Context: an optimization exercise on an open-source flow, tuned for small area, a short achievable clock period and few clock cycles per item. The choices shown serve that exercise and are no tape-out recipe. At most, simulation tests tie the RTL to the original design; equivalence was not proved. Power is estimated from default activity; no workload was simulated.

== v6 ==
==> flow/design.v <==
`timescale 1ns/1ps
module MODULE_STATIC_PROCESS (
    input clk,
    input rst,
    input [3:0] state_info,
    input [11:0] read_from_aux,
    input [11:0] read_from_ram,
    output reg [11:0] write2aux,
    output reg [11:0] write2ram,
    output reg [9:0] write2aux_addr,
    output reg [9:0] read_from_aux_addr,
    output reg [18:0] write2ram_addr,
    output reg [18:0] read_from_ram_addr,
    output reg ena_write_ram,
    output done
);
localparam [2:0] S_IDLE = 3'd0, S_FILT = 3'd1, S_HCLR = 3'd2, S_HCNT = 3'd3,
                 S_TA   = 3'd4, S_TC   = 3'd5, S_TW   = 3'd6, S_DONE = 3'd7;
reg [2:0] state;
reg       done_r;
assign done = done_r;
reg [1:0] op;             
wire op_blur   = (op == 2'd2);
wire op_emboss = (op == 2'd3);
wire [18:0] t = read_from_ram_addr;
wire [9:0]  ra = read_from_aux_addr;
wire in_filt = (state == S_FILT);
wire in_hcnt = (state == S_HCNT);
reg [11:0] px;
wire [3:0] R = px[11:8], G = px[7:4], B = px[3:0];
wire [47:0]  hR_T, hB_T;
wire [63:0]  hG_T;
wire [111:0] rR_T, rG_T, rB_T;
genvar gi;
generate
  for (gi = 0; gi < 16; gi = gi + 1) begin : tabs
    assign hR_T[gi*3 +: 3] = (30 * gi) / 100;
    assign hG_T[gi*4 +: 4] = (59 * gi) / 100;
    assign hB_T[gi*3 +: 3] = (11 * gi) / 100;
    assign rR_T[gi*7 +: 7] = (30 * gi) % 100;
    assign rG_T[gi*7 +: 7] = (59 * gi) % 100;
    assign rB_T[gi*7 +: 7] = (11 * gi) % 100;
  end
endgenerate
wire [2:0] hR = hR_T[R*3 +: 3], hB = hB_T[B*3 +: 3];
wire [3:0] hG = hG_T[G*4 +: 4];
wire [6:0] rR = rR_T[R*7 +: 7], rG = rG_T[G*7 +: 7], rB = rB_T[B*7 +: 7];
wire [8:0] sr = rR + rG + rB;
wire c2 = (sr >= 9'd200), c1 = (sr >= 9'd100);
wire [6:0] m1 = c2 ? sr - 9'd200 : c1 ? sr - 9'd100 : sr;
wire [3:0] g1 = hR + hG + hB + {c2, c1 & ~c2};
wire [3:0] pg = g1;
wire [6:0] pm = m1;
reg [3:0] e8, e9;
integer j;
always @* begin
  e8 = 4'd0;
  e9 = 4'd0;
  for (j = 1; j < 9; j = j + 1) if (pm >= (100 * j + 8) / 9) e8 = j;
  for (j = 1; j < 8; j = j + 1) if (pm >= (100 * j + 7) / 8) e9 = j;
end
wire [3:0] e2 = (op == 2'd0) ? e8 : op[1] ? {1'b0, e9[3:1]} : e9;
reg [11:0] ea;
reg [3:0]  eg;
reg        ee1;           
reg        ez, ew;        
reg        row0;          
wire [3:0] nTg = ea[11:8], nMg = ea[7:4], nBg = eg;
wire       nTh = ea[3],    nMh = ea[1],   nBh = ee1;
wire [3:0] nMe = op_blur ? {2'b00, ea[1:0]} : ea[3:0];
wire [4:0] sT = op_blur ? {nTg, nTh} : {1'b0, nTg};
wire [4:0] sM = op_blur ? {nMg, nMh} : {1'b0, nMg};
wire [4:0] sB = op_blur ? {nBg, nBh} : {1'b0, nBg};
wire [3:0] dT = nTg;
wire [6:0] pN = dT + sM + nBg;                            
wire [6:0] plN = ew ? 7'd0 : op_emboss ? {3'd0, dT} : pN;
wire [6:0] prN = ez ? 7'd0 : op_emboss ? {3'd0, nBg} : pN;
wire [6:0] udN = sT + sB;
reg  [7:0] vN;
always @* begin
  case (op)
    2'd0: vN = nMg * 4'd9 + nMe;
    2'd1: vN = {1'b0, nMg, nMe[2:0]};
    default: vN = {2'b00, nMg, nMe[1:0]};
  endcase
end
wire subL = ~op[1];               
wire subR = ~op_blur;
wire [8:0] wN = op_emboss ? 9'd8 : vN + ({2'b00, udN} ^ {9{subL}}) + {subL, subL};
wire [8:0] lN = {2'b00, plN} ^ {9{subL}};
wire [8:0] rN = {2'b00, prN} ^ {9{subR}};
reg [8:0] w1;
reg [8:0] pl1, pl0;
wire [8:0] tot = w1 + pl0 + rN;
wire [3:0] res = op_blur ? tot[7:4] : (tot[8] ? 4'd0 : tot[3:0]);
reg        cp;            
reg [3:0]  cpb;           
reg        hb1;           
reg [3:0]  hbb;           
reg        hv1, hv2;
wire [11:0] hbase = ({1'b0, ra[4:0]} == write2aux_addr[5:0]) ? write2aux : read_from_aux;
wire [12:0] hnew = hbase + 13'd1;
wire        hcarry = hv2 & ~ra[4] & hnew[12];
wire        hold = in_hcnt & cp;
wire        hclr_last = (state == S_HCLR) && (ra[4:0] == 5'd31);
wire [3:0]  bin = ra[3:0];
wire [11:0] dcnt = t[11:0];
wire [5:0]  col = t[17:12];
reg         tc1, dir;     
wire        in_tw = (state == S_TW);
wire        dok = ~dcnt[11];                        
wire [11:0] dm5 = dcnt - 12'd5;
wire        in_filt_ena = in_filt & ena_write_ram;
wire        bottom = (write2ram_addr[18:7] >= 12'd2395);    
wire        go_up = ~dir & dok & ~dm5[11];
wire        go_down = dir & ~bottom;
wire        go_right = ~go_up & ~go_down;
wire        bar_end = go_right & (col == 6'd39);
wire [9:0]  ra_inc = ra + {9'd0, in_tw ? bar_end : (in_filt | (state == S_HCLR))};
wire [12:0] t_lo = {1'b0, t[11:0]} + {12'd0, ~hold};
wire [6:0]  t_hi = t[18:12] + {6'd0, in_tw ? go_right : t_lo[12]};
wire [18:0] t_inc = {t_hi, t_lo[11:0]};
wire        wr_step = in_filt_ena | (in_tw & go_right);
wire [7:0]  wa_lo = {1'b0, write2ram_addr[6:0]} + {7'd0, wr_step};
wire [11:0] wa_hi = write2ram_addr[18:7] +
                    ((in_tw & go_up) ? -12'd5 : (in_tw & go_down) ? 12'd5 : {11'd0, wa_lo[7]});
wire [18:0] wa_next = {wa_hi, wa_lo[6:0]};
wire [11:0] dnext = (tc1 ? {1'b0, ea[3:0], dcnt[6:0]} : dcnt) +
                    ((in_tw & go_down) ? 12'd5 : (in_tw & go_right) ? 12'd0 : -12'd5);
wire [191:0] colour_T = {12'hFCC, 12'hFEE, 12'h9F9, 12'hEEF, 12'h8CF, 12'hFEB,
                         12'hBFF, 12'hFDB, 12'h9FF, 12'hFED, 12'hCFC, 12'hFFE,
                         12'h0F0, 12'hFFF, 12'hFF0, 12'hFFD};
wire [11:0] colour = colour_T[bin*12 +: 12];
localparam [18:0] T_WON  = 19'd643;       
localparam [18:0] T_WOFF = 19'd307201;    
localparam [18:0] T_HEND = 19'd307206;    
always @(posedge clk) begin
  px <= read_from_ram;
  ea <= read_from_aux;
  eg <= pg;
  ee1 <= e2[1];
  ez <= (ra == 10'd0);
  ew <= (ra == 10'd639);
  w1 <= wN;
  pl1 <= lN;
  pl0 <= pl1;
  hv2 <= hv1;
  hb1 <= hold;
  hbb <= cpb;
  cpb <= ra[3:0];
  cp <= in_hcnt & hcarry;
  hv1 <= hold | (in_hcnt & (t <= 19'd307198)) | hclr_last;
  case (state)
    S_FILT: write2ram <= {res, res, res};
    S_TA, S_TC, S_TW: write2ram <= colour;
    default: write2ram <= 12'd0;
  endcase
  case (state)
    S_FILT: begin
      write2aux_addr <= ra;
      write2aux <= {row0 ? 4'd0 : read_from_aux[7:4], pg,
                    op_blur ? {~row0 & read_from_aux[1], 1'b0, e2[1:0]} : e2};
    end
    S_HCLR: begin
      write2aux_addr <= ra;
      write2aux <= 12'd0;
    end
    default: begin
      write2aux_addr <= (in_hcnt & hv2) ? ra : 10'd32;
      write2aux <= hnew[11:0];
    end
  endcase
  case (state)
    S_FILT: begin
      read_from_ram_addr <= t_inc;
      read_from_aux_addr <= (t == 19'd0 || ra == 10'd639) ? 10'd0 : ra_inc;
      write2ram_addr <= wa_next;
    end
    S_HCLR: begin
      read_from_ram_addr <= 19'd0;
      read_from_aux_addr <= ra_inc;
      write2ram_addr <= 19'd0;
    end
    S_HCNT: begin
      read_from_ram_addr <= t_inc;
      write2ram_addr <= (t == T_HEND) ? 19'd306560 : t;
      read_from_aux_addr <= (t == T_HEND) ? 10'd0 : {5'd0, hb1, hb1 ? hbb : g1};
    end
    S_TA: begin
      read_from_aux_addr <= {5'd0, 1'b1, ra_inc[3:0]};
      read_from_ram_addr <= 19'd0;
      write2ram_addr <= wa_next;
    end
    S_TC: begin
      read_from_aux_addr <= {6'd0, ra_inc[3:0]};
      read_from_ram_addr <= {7'd0, read_from_aux_addr[4] ? {5'd0, ea[11:5]} : dnext};
      write2ram_addr <= wa_next;
    end
    S_TW: begin
      write2ram_addr <= wa_next;
      read_from_ram_addr <= {t_hi, dnext};
      read_from_aux_addr <= ra_inc;
    end
    default: begin
      read_from_aux_addr <= 10'd0;
      write2ram_addr <= 19'd0;
      read_from_ram_addr <= 19'd0;
    end
  endcase
  case (state)
    S_IDLE: begin
      row0 <= 1'b1;
      if (state_info[3]) op <= state_info[1:0];
    end
    S_FILT: if (t == 19'd640) row0 <= 1'b0;
    S_TA: begin
      tc1 <= 1'b1;
      dir <= 1'b0;
    end
    S_TC: if (!read_from_aux_addr[4]) tc1 <= 1'b0;
    S_TW: if (go_right) dir <= go_up | (~dir & dok);
    default: ;
  endcase
end
always @(posedge clk) begin
  if (!rst) begin
    state <= S_IDLE;
    done_r <= 1'b0;
    ena_write_ram <= 1'b0;
  end else begin
    case (state)
      S_IDLE:
        if (state_info[3] && !state_info[2]) state <= S_FILT;
        else if (state_info == 4'd12) state <= S_HCLR;
      S_FILT: begin
        if (t == T_WON) ena_write_ram <= 1'b1;
        if (t == T_WOFF) begin
          ena_write_ram <= 1'b0;
          done_r <= 1'b1;
          state <= S_DONE;
        end
      end
      S_HCLR:
        if (ra[4:0] == 5'd31) state <= S_HCNT;
      S_HCNT: begin
        ena_write_ram <= (t < 19'd307200);
        if (t == T_HEND) state <= S_TA;
      end
      S_TA: state <= S_TC;
      S_TC: if (!tc1) begin
        ena_write_ram <= ~dnext[11];
        state <= S_TW;
      end
      S_TW: begin
        ena_write_ram <= ~bar_end & (dir | dok);
        if (bar_end) begin
          if (bin == 4'd15) begin
            done_r <= 1'b1;
            state <= S_DONE;
          end else begin
            state <= S_TA;
          end
        end
      end
      S_DONE:
        if (!state_info[3]) begin
          done_r <= 1'b0;
          state <= S_IDLE;
        end
      default: ;
    endcase
  end
end
endmodule
export LEC_CHECK = 0
export CAP_MARGIN = 20
export CORE_MARGIN = 2
export CORE_UTILIZATION = 55
export CTS_BUF_LIST = sky130_fd_sc_hd__clkbuf_8
export PLACE_DENSITY = 0.7
export SLEW_MARGIN = 20
create_clock -name core_clock -period 29.0 [get_ports {clk}]
standard.sh (not shown) runs the stock make flow with config.mk's settings and CLKGATE_MAP_FILE= SYNTH_SCRIPT=/design/flow/synth_recipe.tcl, a recipe that flattens the netlist after the stock synthesis.
==> flow/flow/run.sh <==
#!/bin/bash
# Standard ORFS layout, with timing repair asked to leave extra setup slack
# at the design's 29 ns clock (the margin ORFS documents for finding a
# design's minimum period without editing the SDC), and port buffers of a
# stronger cell than the default pick.
set -euo pipefail
bash standard.sh SETUP_SLACK_MARGIN=22 "BUFFER_PORTS_ARGS=-buffer_cell sky130_fd_sc_hd__buf_2" finish > standard.log 2>&1
Testbench counts of v6, summed over its fixed seeds: cycles 5,411,422, frames 16.
The inputs of v7 differ from those of v6 as listed below.
--- a/flow/design.v
+++ b/flow/design.v
@@ -61,12 +61,11 @@
 end
 wire [3:0] e2 = (op == 2'd0) ? e8 : op[1] ? {1'b0, e9[3:1]} : e9;
 reg [11:0] ea;
-reg [3:0]  eg;
-reg        ee1;           
+reg [3:0]  eg, ee;
 reg        ez, ew;        
 reg        row0;          
 wire [3:0] nTg = ea[11:8], nMg = ea[7:4], nBg = eg;
-wire       nTh = ea[3],    nMh = ea[1],   nBh = ee1;
+wire       nTh = ea[3],    nMh = ea[1],   nBh = ee[1];
 wire [3:0] nMe = op_blur ? {2'b00, ea[1:0]} : ea[3:0];
 wire [4:0] sT = op_blur ? {nTg, nTh} : {1'b0, nTg};
 wire [4:0] sM = op_blur ? {nMg, nMh} : {1'b0, nMg};
@@ -104,6 +103,10 @@
 wire        hold = in_hcnt & cp;
 wire        hclr_last = (state == S_HCLR) && (ra[4:0] == 5'd31);
 wire [3:0]  bin = ra[3:0];
+wire [9:0]  ra_inc = ra + {9'd0, in_tw ? bar_end : (in_filt | (state == S_HCLR))};
+wire [12:0] t_lo = {1'b0, t[11:0]} + {12'd0, ~hold};
+wire [6:0]  t_hi = t[18:12] + {6'd0, in_tw ? go_right : t_lo[12]};
+wire [18:0] t_inc = {t_hi, t_lo[11:0]};
 wire [11:0] dcnt = t[11:0];
 wire [5:0]  col = t[17:12];
 reg         tc1, dir;     
@@ -116,10 +119,6 @@
 wire        go_down = dir & ~bottom;
 wire        go_right = ~go_up & ~go_down;
 wire        bar_end = go_right & (col == 6'd39);
-wire [9:0]  ra_inc = ra + {9'd0, in_tw ? bar_end : (in_filt | (state == S_HCLR))};
-wire [12:0] t_lo = {1'b0, t[11:0]} + {12'd0, ~hold};
-wire [6:0]  t_hi = t[18:12] + {6'd0, in_tw ? go_right : t_lo[12]};
-wire [18:0] t_inc = {t_hi, t_lo[11:0]};
 wire        wr_step = in_filt_ena | (in_tw & go_right);
 wire [7:0]  wa_lo = {1'b0, write2ram_addr[6:0]} + {7'd0, wr_step};
 wire [11:0] wa_hi = write2ram_addr[18:7] +
@@ -127,10 +126,19 @@
 wire [18:0] wa_next = {wa_hi, wa_lo[6:0]};
 wire [11:0] dnext = (tc1 ? {1'b0, ea[3:0], dcnt[6:0]} : dcnt) +
                     ((in_tw & go_down) ? 12'd5 : (in_tw & go_right) ? 12'd0 : -12'd5);
-wire [191:0] colour_T = {12'hFCC, 12'hFEE, 12'h9F9, 12'hEEF, 12'h8CF, 12'hFEB,
-                         12'hBFF, 12'hFDB, 12'h9FF, 12'hFED, 12'hCFC, 12'hFFE,
-                         12'h0F0, 12'hFFF, 12'hFF0, 12'hFFD};
-wire [11:0] colour = colour_T[bin*12 +: 12];
+wire [11:0] colour;
+assign colour[0] = ~((bin == 4'd1) | (bin == 4'd3) | (bin == 4'd4) | (bin == 4'd5) | (bin == 4'd14) | (bin == 4'd15));
+assign colour[1] = ~((bin == 4'd0) | (bin == 4'd1) | (bin == 4'd3) | (bin == 4'd5) | (bin == 4'd6) | (bin == 4'd13) | (bin == 4'd15));
+assign colour[2] = ~((bin == 4'd1) | (bin == 4'd3) | (bin == 4'd8) | (bin == 4'd10) | (bin == 4'd13));
+assign colour[3] = ~((bin == 4'd1) | (bin == 4'd3));
+assign colour[4] = ~((bin == 4'd6) | (bin == 4'd10) | (bin == 4'd11) | (bin == 4'd12) | (bin == 4'd14) | (bin == 4'd15));
+assign colour[5] = ~((bin == 4'd8) | (bin == 4'd11) | (bin == 4'd15));
+assign colour[6] = 1'b1;
+assign colour[7] = 1'b1;
+assign colour[8] = ~((bin == 4'd3) | (bin == 4'd5) | (bin == 4'd11) | (bin == 4'd12));
+assign colour[9] = ~((bin == 4'd3) | (bin == 4'd5) | (bin == 4'd7) | (bin == 4'd11) | (bin == 4'd13));
+assign colour[10] = ~((bin == 4'd3) | (bin == 4'd7) | (bin == 4'd9) | (bin == 4'd11) | (bin == 4'd13));
+assign colour[11] = ~((bin == 4'd3));
 localparam [18:0] T_WON  = 19'd643;       
 localparam [18:0] T_WOFF = 19'd307201;    
 localparam [18:0] T_HEND = 19'd307206;    
@@ -138,7 +146,7 @@
   px <= read_from_ram;
   ea <= read_from_aux;
   eg <= pg;
-  ee1 <= e2[1];
+  ee <= e2;
   ez <= (ra == 10'd0);
   ew <= (ra == 10'd639);
   w1 <= wN;
@@ -166,7 +174,7 @@
       write2aux <= 12'd0;
     end
     default: begin
-      write2aux_addr <= (in_hcnt & hv2) ? ra : 10'd32;
+      write2aux_addr <= (in_hcnt & hv2) ? {5'd0, ra[4:0]} : 10'd32;
       write2aux <= hnew[11:0];
     end
   endcase
==> run notes <==
- The share of the clock period used by the worst path after layout of v7 and that of v6 are within noise of each other.
- v7 vs. v6: share of synthesized flip-flops with an asynchronous set or reset did not really move, post-route core utilization up 0.43 points, wire length picked up an extra about 2.4%, synthesized area higher, number of distinct standard cells referenced by the synthesized netlist climbed about 13%.
- v7 does better than v6 on fmax.
- Compared to v6, v7 was floorplanned on a bigger die.
- In the tables for v7 and v6, clock network fraction of total power reads lower with v6.
Only the layout flow was run in v7; the RTL was not checked for function there.

separate check: timing with driven ports:
In the flow no input, the clock included, has a driving cell. The finished layouts below were timed again as built, in two steps. Step 1, drivers: a clkbuf_16 drives clk and a buf_2 each remaining input, both assumed. Step 2 times the ports against the registers' clock, not the clock port: input delays grow and output delays shrink by t, the midpoint of the rising clock arrivals with the driver on. a / b / c = ideal ports / drivers / drivers and shift; a / b = the first two.
run	t (ns)	slack for setup (ns)	clock arrival spread, ns	worst register clock-pin slew, ns
v6	0.516	22.048 / 22.006 / 21.622	0.020 / 0.021	0.11 / 0.11
v7	0.504	22.072 / 22.030 / 21.673	0.021 / 0.020	0.10 / 0.10
After both steps setup and hold are still met in every run listed. The setup slack of v6, which loses most, moves by -0.042 ns with the drivers and by -0.426 ns with both steps.
